Context: an optimization exercise on an open-source flow, tuned for small area and few clock cycles. The choices shown serve that exercise and are no tape-out recipe. Function was checked by simulation only, so behaviour that the tests miss may differ from the original.

Setup of job 101:
## cv32e41s_incore
module cv32e41s_incore 
#(
  parameter                             LIB                                     = 0,
  parameter logic RV32                                    = RV32I,
  parameter logic [1:0] B_EXT                                   = B_NONE,
  parameter logic [1:0] M_EXT                                   = M,
  parameter bit                         DEBUG                                   = 1,
  parameter logic [31:0]                DM_REGION_START                         = 32'hF0000000,
  parameter logic [31:0]                DM_REGION_END                           = 32'hF0003FFF,
  parameter int                         DBG_NUM_TRIGGERS                        = 1,
  parameter int                         PMA_NUM_REGIONS                         = 0,
  parameter logic [PMA_NUM_REGIONS*68-1:0]                   PMA_CFG            = '0,
  parameter bit                         CLIC                                    = 0,
  parameter int unsigned                CLIC_ID_WIDTH                           = 5,
  parameter int unsigned                CLIC_INTTHRESHBITS                      = 8,
  parameter int unsigned                PMP_GRANULARITY                         = 0,
  parameter int                         PMP_NUM_REGIONS                         = 0,
  parameter logic [PMP_NUM_REGIONS*8-1:0]                   PMP_PMPNCFG_RV     = '0,
  parameter logic [PMP_NUM_REGIONS*32-1:0]                PMP_PMPADDR_RV     = '0,
  parameter mseccfg_t                   PMP_MSECCFG_RV                          = MSECCFG_DEFAULT,
  parameter lfsr_cfg_t                  LFSR0_CFG                               = LFSR_CFG_DEFAULT,  
  parameter lfsr_cfg_t                  LFSR1_CFG                               = LFSR_CFG_DEFAULT,  
  parameter lfsr_cfg_t                  LFSR2_CFG                               = LFSR_CFG_DEFAULT,   
  parameter int                         XPMP_ENABLE       = 1,
  ...
Size in the first run: about 17000 cells after synthesis, about 2400 flip-flops, roughly 750 I/O pins.
export LEC_CHECK = 0
export ABC_AREA = 1
export CAP_MARGIN = 25
export CORE_MARGIN = 2
export CORE_UTILIZATION = 40
export SLEW_MARGIN = 25
create_clock -name core_clock -period 20.0 [get_ports {clk_i}]
standard.sh (not shown) runs the stock make flow with config.mk's settings and CLKGATE_MAP_FILE= SYNTH_SCRIPT=/design/flow/synth_recipe.tcl, a recipe that flattens the netlist after the stock synthesis.
==> flow/flow/run.sh <==
#!/bin/bash
# Layout flow: the standard flow (standard synthesis, floorplan, placement, routing) with
# - an area-oriented ABC script for the combinational mapping in synthesis (abc_area.script
#   beside this file; the flip-flops are mapped as in the standard synthesis),
# - clock tree synthesis without dummy loads, with larger sink clusters driven by
#   clkbuf_4/8/16 cells (fewer clock buffers),
# - the buffers placed on the ports made of the smallest buffer cell.
# Full tool output goes to flow_standard.log in the work folder (ORFS also keeps its
# per-step logs under orfs/logs/).
set -euo pipefail
rm -rf orfs_scripts
cp -r "$FLOW_HOME/scripts" orfs_scripts
cp flow/abc_area.script orfs_scripts/abc_area.script
export SCRIPTS_DIR="$PWD/orfs_scripts"
export CTS_ARGS="-sink_clustering_enable -repair_clock_nets -dont_use_dummy_load -buf_list {sky130_fd_sc_hd__clkbuf_4 sky130_fd_sc_hd__clkbuf_8 sky130_fd_sc_hd__clkbuf_16} -sink_clustering_size 20 -sink_clustering_max_diameter 170"
export BUFFER_PORTS_ARGS="-buffer_cell sky130_fd_sc_hd__buf_1"
bash standard.sh finish > flow_standard.log 2>&1
==> flow/flow/abc_area.script <==
strash
&get -n
&fraig -x
&put
scorr
dc2
strash
&get -n
&dch -f
&nf -R 1000
&put
topo
stime -c
buffer -c
upsize -c
dnsize -c
Testbench counts of job 101, summed over its fixed seeds: cycles 1,166,485.
Edits applied to the flow inputs when going from job 101 to job 105:
==> flow/flow/run.sh <==
#!/bin/bash
# Layout flow: the standard flow (standard synthesis, floorplan, placement, routing) with
# - clock tree synthesis without dummy loads, with larger sink clusters driven by
#   clkbuf_4/8/16 cells (fewer clock buffers),
# - the buffers placed on the ports made of the smallest buffer cell.
# Full tool output goes to flow_standard.log in the work folder (ORFS also keeps its
# per-step logs under orfs/logs/).
set -euo pipefail
export CTS_ARGS="-sink_clustering_enable -repair_clock_nets -dont_use_dummy_load -buf_list {sky130_fd_sc_hd__clkbuf_4 sky130_fd_sc_hd__clkbuf_8 sky130_fd_sc_hd__clkbuf_16} -sink_clustering_size 20 -sink_clustering_max_diameter 170"
export BUFFER_PORTS_ARGS="-buffer_cell sky130_fd_sc_hd__buf_1"
bash standard.sh finish > flow_standard.log 2>&1
removed: flow/flow/abc_area.script
[summary]
Job 105 reports a higher synthesized cell count than job 101 does.
Going from job 101 to job 105, achievable frequency went up about 10%; maximum fanout count along the critical path went up 39; non-clock buffer count went down 69; fraction of the mapped netlist area in compound gates went up 1.3 points.
Between job 101 and job 105, the flow reports largest net degree at the start of global routing decreasing by a few percent.
In the metrics for job 105 and job 101, the one carrying the higher number of multi-input combinational cells is job 105.
The portion of the clock cycle consumed by the worst path in the final layout number comes out higher for job 101 vs job 105.

========
== run 1 ==
cv32e41s_incore again, from the RTL that the note above started with.
// cv32e41s_incore
module cv32e41s_incore 
#(
  parameter                             LIB                                     = 0,
  parameter logic RV32                                    = RV32I,
  parameter logic [1:0] B_EXT                                   = B_NONE,
  parameter logic [1:0] M_EXT                                   = M,
  parameter bit                         DEBUG                                   = 1,
  parameter logic [31:0]                DM_REGION_START                         = 32'hF0000000,
  parameter logic [31:0]                DM_REGION_END                           = 32'hF0003FFF,
  parameter int                         DBG_NUM_TRIGGERS                        = 1,
  parameter int                         PMA_NUM_REGIONS                         = 0,
  parameter logic [PMA_NUM_REGIONS*68-1:0]                   PMA_CFG            = '0,
  parameter bit                         CLIC                                    = 0,
  parameter int unsigned                CLIC_ID_WIDTH                           = 5,
  parameter int unsigned                CLIC_INTTHRESHBITS                      = 8,
  parameter int unsigned                PMP_GRANULARITY                         = 0,
  parameter int                         PMP_NUM_REGIONS                         = 0,
  parameter logic [PMP_NUM_REGIONS*8-1:0]                   PMP_PMPNCFG_RV     = '0,
  parameter logic [PMP_NUM_REGIONS*32-1:0]                PMP_PMPADDR_RV     = '0,
  ...
Settings: LEC_CHECK=0, ABC_AREA=1, CAP_MARGIN=25, CORE_MARGIN=2, CORE_UTILIZATION=40, SETUP_SLACK_MARGIN=3.0, SLEW_MARGIN=25; clock period 20.0 ns.
==> flow/flow/run.sh <==
#!/bin/bash
# Layout flow: the standard flow (standard synthesis, floorplan, placement, routing) with
# - an area-oriented ABC script (with a time-limited &deepsyn pass) for the combinational mapping in synthesis (abc_area.script
#   beside this file; the flip-flops are mapped as in the standard synthesis), with the
#   full/half adders left to ABC instead of the library's adder cells (ADDER_MAP_FILE empty),
# - clock tree synthesis without dummy loads, with larger sink clusters driven by
#   clkbuf_4/8/16 cells (fewer clock buffers),
# - the buffers placed on the ports made of the smallest buffer cell.
# Full tool output goes to flow_standard.log in the work folder (ORFS also keeps its
# per-step logs under orfs/logs/).
set -euo pipefail
rm -rf orfs_scripts
cp -r "$FLOW_HOME/scripts" orfs_scripts
cp flow/abc_area.script orfs_scripts/abc_area.script
export SCRIPTS_DIR="$PWD/orfs_scripts"
export ADDER_MAP_FILE=
export CTS_ARGS="-sink_clustering_enable -repair_clock_nets -dont_use_dummy_load -buf_list {sky130_fd_sc_hd__clkbuf_4 sky130_fd_sc_hd__clkbuf_8 sky130_fd_sc_hd__clkbuf_16} -sink_clustering_size 20 -sink_clustering_max_diameter 170"
export BUFFER_PORTS_ARGS="-buffer_cell sky130_fd_sc_hd__buf_1"
bash standard.sh finish > flow_standard.log 2>&1
==> flow/flow/abc_area.script <==
strash
&get -n
&fraig -x
&put
scorr
dc2
strash
balance
rewrite
refactor
balance
rewrite
rewrite -z
balance
refactor -z
rewrite -z
balance
dc2
strash
&get -n
&deepsyn -T 180
&put
strash
dch -f
amap
topo
stime -c
buffer -c
upsize -c
dnsize -c
Run 1 reached the end of the flow, and the finished layout is clean on the timing, DRC and antenna checks.
Testbench counts of run 1, summed over its fixed seeds: cycles 1,166,485.
[inputs] run 2 vs run 1
- SETUP_SLACK_MARGIN removed (was 3.0)
==> flow/flow/run.sh <==
#!/bin/bash
# Layout flow: the standard flow (standard synthesis, floorplan, placement, routing) with
# - an area-oriented ABC script (with a time-limited &deepsyn pass) for the combinational mapping in synthesis (abc_area.script
#   beside this file; the flip-flops are mapped as in the standard synthesis),
# - clock tree synthesis without dummy loads, with larger sink clusters driven by
#   clkbuf_4/8/16 cells (fewer clock buffers),
# - the buffers placed on the ports made of the smallest buffer cell.
# Full tool output goes to flow_standard.log in the work folder (ORFS also keeps its
# per-step logs under orfs/logs/).
set -euo pipefail
rm -rf orfs_scripts
cp -r "$FLOW_HOME/scripts" orfs_scripts
cp flow/abc_area.script orfs_scripts/abc_area.script
export SCRIPTS_DIR="$PWD/orfs_scripts"
export CTS_ARGS="-sink_clustering_enable -repair_clock_nets -dont_use_dummy_load -buf_list {sky130_fd_sc_hd__clkbuf_4 sky130_fd_sc_hd__clkbuf_8 sky130_fd_sc_hd__clkbuf_16} -sink_clustering_size 20 -sink_clustering_max_diameter 170"
export BUFFER_PORTS_ARGS="-buffer_cell sky130_fd_sc_hd__buf_1"
bash standard.sh finish > flow_standard.log 2>&1
Re number of failing setup endpoints in the final timing report: no difference whatsoever between run 1 and run 2. On run 2: cell count is 1,297 lower than what run 1 gave. Run 2 vs run 1, capturing element of the worst setup path: instr_reqpar_o vs instr_req_o. From run 1 to run 2 the numbers moved as follows: number of antenna violations at the first check in global routing dropped 4; number of unique standard cell types used by synthesis has increased. Per the comparison of run 2 with run 1, summed area of non-filler cells in the final layout held steady; overall die height went up 1.7%; achievable clock frequency picked up an extra 1.9 MHz. Run 2 against run 1: number of nets at the end of the flow dropped about 2.3%; hold slack climbed 63 ps.
Input changes introduced in run 3 (baseline for comparison: run 2):
-- flow/flow/run.sh --
<<< run 2, line 1
#!/bin/bash
# Layout flow: the standard flow (standard synthesis, floorplan, placement, routing) with
# - an area-oriented ABC script (with a time-limited &deepsyn pass) for the combinational mapping in synthesis (abc_area.script
#   beside this file; the flip-flops are mapped as in the standard synthesis),
# - clock tree synthesis without dummy loads, with larger sink clusters driven by
>>> run 3, line 1
#!/bin/bash
# Layout flow: the standard flow (standard synthesis, floorplan, placement, routing) with
# - an area-oriented ABC script for the combinational mapping in synthesis (abc_area.script
#   beside this file; the flip-flops are mapped as in the standard synthesis),
# - clock tree synthesis without dummy loads, with larger sink clusters driven by
-- flow/flow/abc_area.script --
<<< run 2, line 18
dc2
strash
&get -n
&deepsyn -T 180
&put
strash
dch -f
amap
>>> run 3, line 18
dc2
strash
dch -f
amap
## What came out
Looking only at part of the Yosys area used for sequential elements, and setting everything else aside, the higher value of run 2 and run 3 goes to run 2.
Run 3 against run 2: post-route clock period utilization rose 0.73 points; setup slack at placement fell 520 ps; core utilization fell 0.18 points.
### run 3 -> run 4
-- flow/flow/run.sh --
<<< run 3, line 1
#!/bin/bash
# Layout flow: the standard flow (standard synthesis, floorplan, placement, routing) with
# - an area-oriented ABC script for the combinational mapping in synthesis (abc_area.script
#   beside this file; the flip-flops are mapped as in the standard synthesis),
# - clock tree synthesis without dummy loads, with larger sink clusters driven by
>>> run 4, line 1
#!/bin/bash
# Layout flow: the standard flow (standard synthesis, floorplan, placement, routing) with
# - an area-oriented ABC script (with a time-limited &deepsyn pass) for the combinational mapping in synthesis (abc_area.script
#   beside this file; the flip-flops are mapped as in the standard synthesis),
# - clock tree synthesis without dummy loads, with larger sink clusters driven by
-- flow/flow/abc_area.script --
<<< run 3, line 18
dc2
strash
dch -f
amap
>>> run 4, line 18
dc2
strash
&get -n
&deepsyn -T 1200
&put
strash
dch -f
amap
Findings:
- Taking run 3 as the reference, in run 4 proportion of cell area occupied by multi-input gates now sits lower, XOR/XNOR share of the synthesized area now sits at about the same level.
- In the metrics for run 4 and run 3, the one carrying the higher slew at the pin with the worst max-slew slack is run 4.
- Against run 3, achievable frequency in run 4 came out worse.

## static timing again, ports no longer ideal
In the flow no input, the clock included, has a driving cell. The finished layouts below were timed again as built, in two steps.
Step 1, drivers: a clkbuf_16 drives clk_i and a buf_2 each remaining input, both assumed.
Step 2, shift: input delay + t, output delay - t, t = (earliest + latest rising clock arrival at the registers) / 2. This alone moves slack from input paths to output paths.
Slacks: no drivers / after step 1 / after step 2; pairs: no drivers / after step 1.
run | shift t [ns] | setup WS [ns] | clock arrival spread, ns | pins driven straight from the clock port
job 101 | 1.017 | 1.411 / 1.295 / 2.312 | 0.140 / 0.140 | 1
job 105 | 1.041 | 3.157 / 3.028 / 3.384 | 0.169 / 0.169 | 1
run 1 | 1.029 | 0.462 / 0.346 / 0.498 | 0.206 / 0.206 | 1
run 2 | 1.015 | 1.172 / 1.055 / 2.070 | 0.154 / 0.154 | 1
run 3 | 1.021 | 1.026 / 0.911 / 1.932 | 0.146 / 0.146 | 1
run 4 | 1.022 | 0.550 / 0.455 / 1.476 | 0.185 / 0.185 | 1
After both steps setup and hold are still met in every run listed.
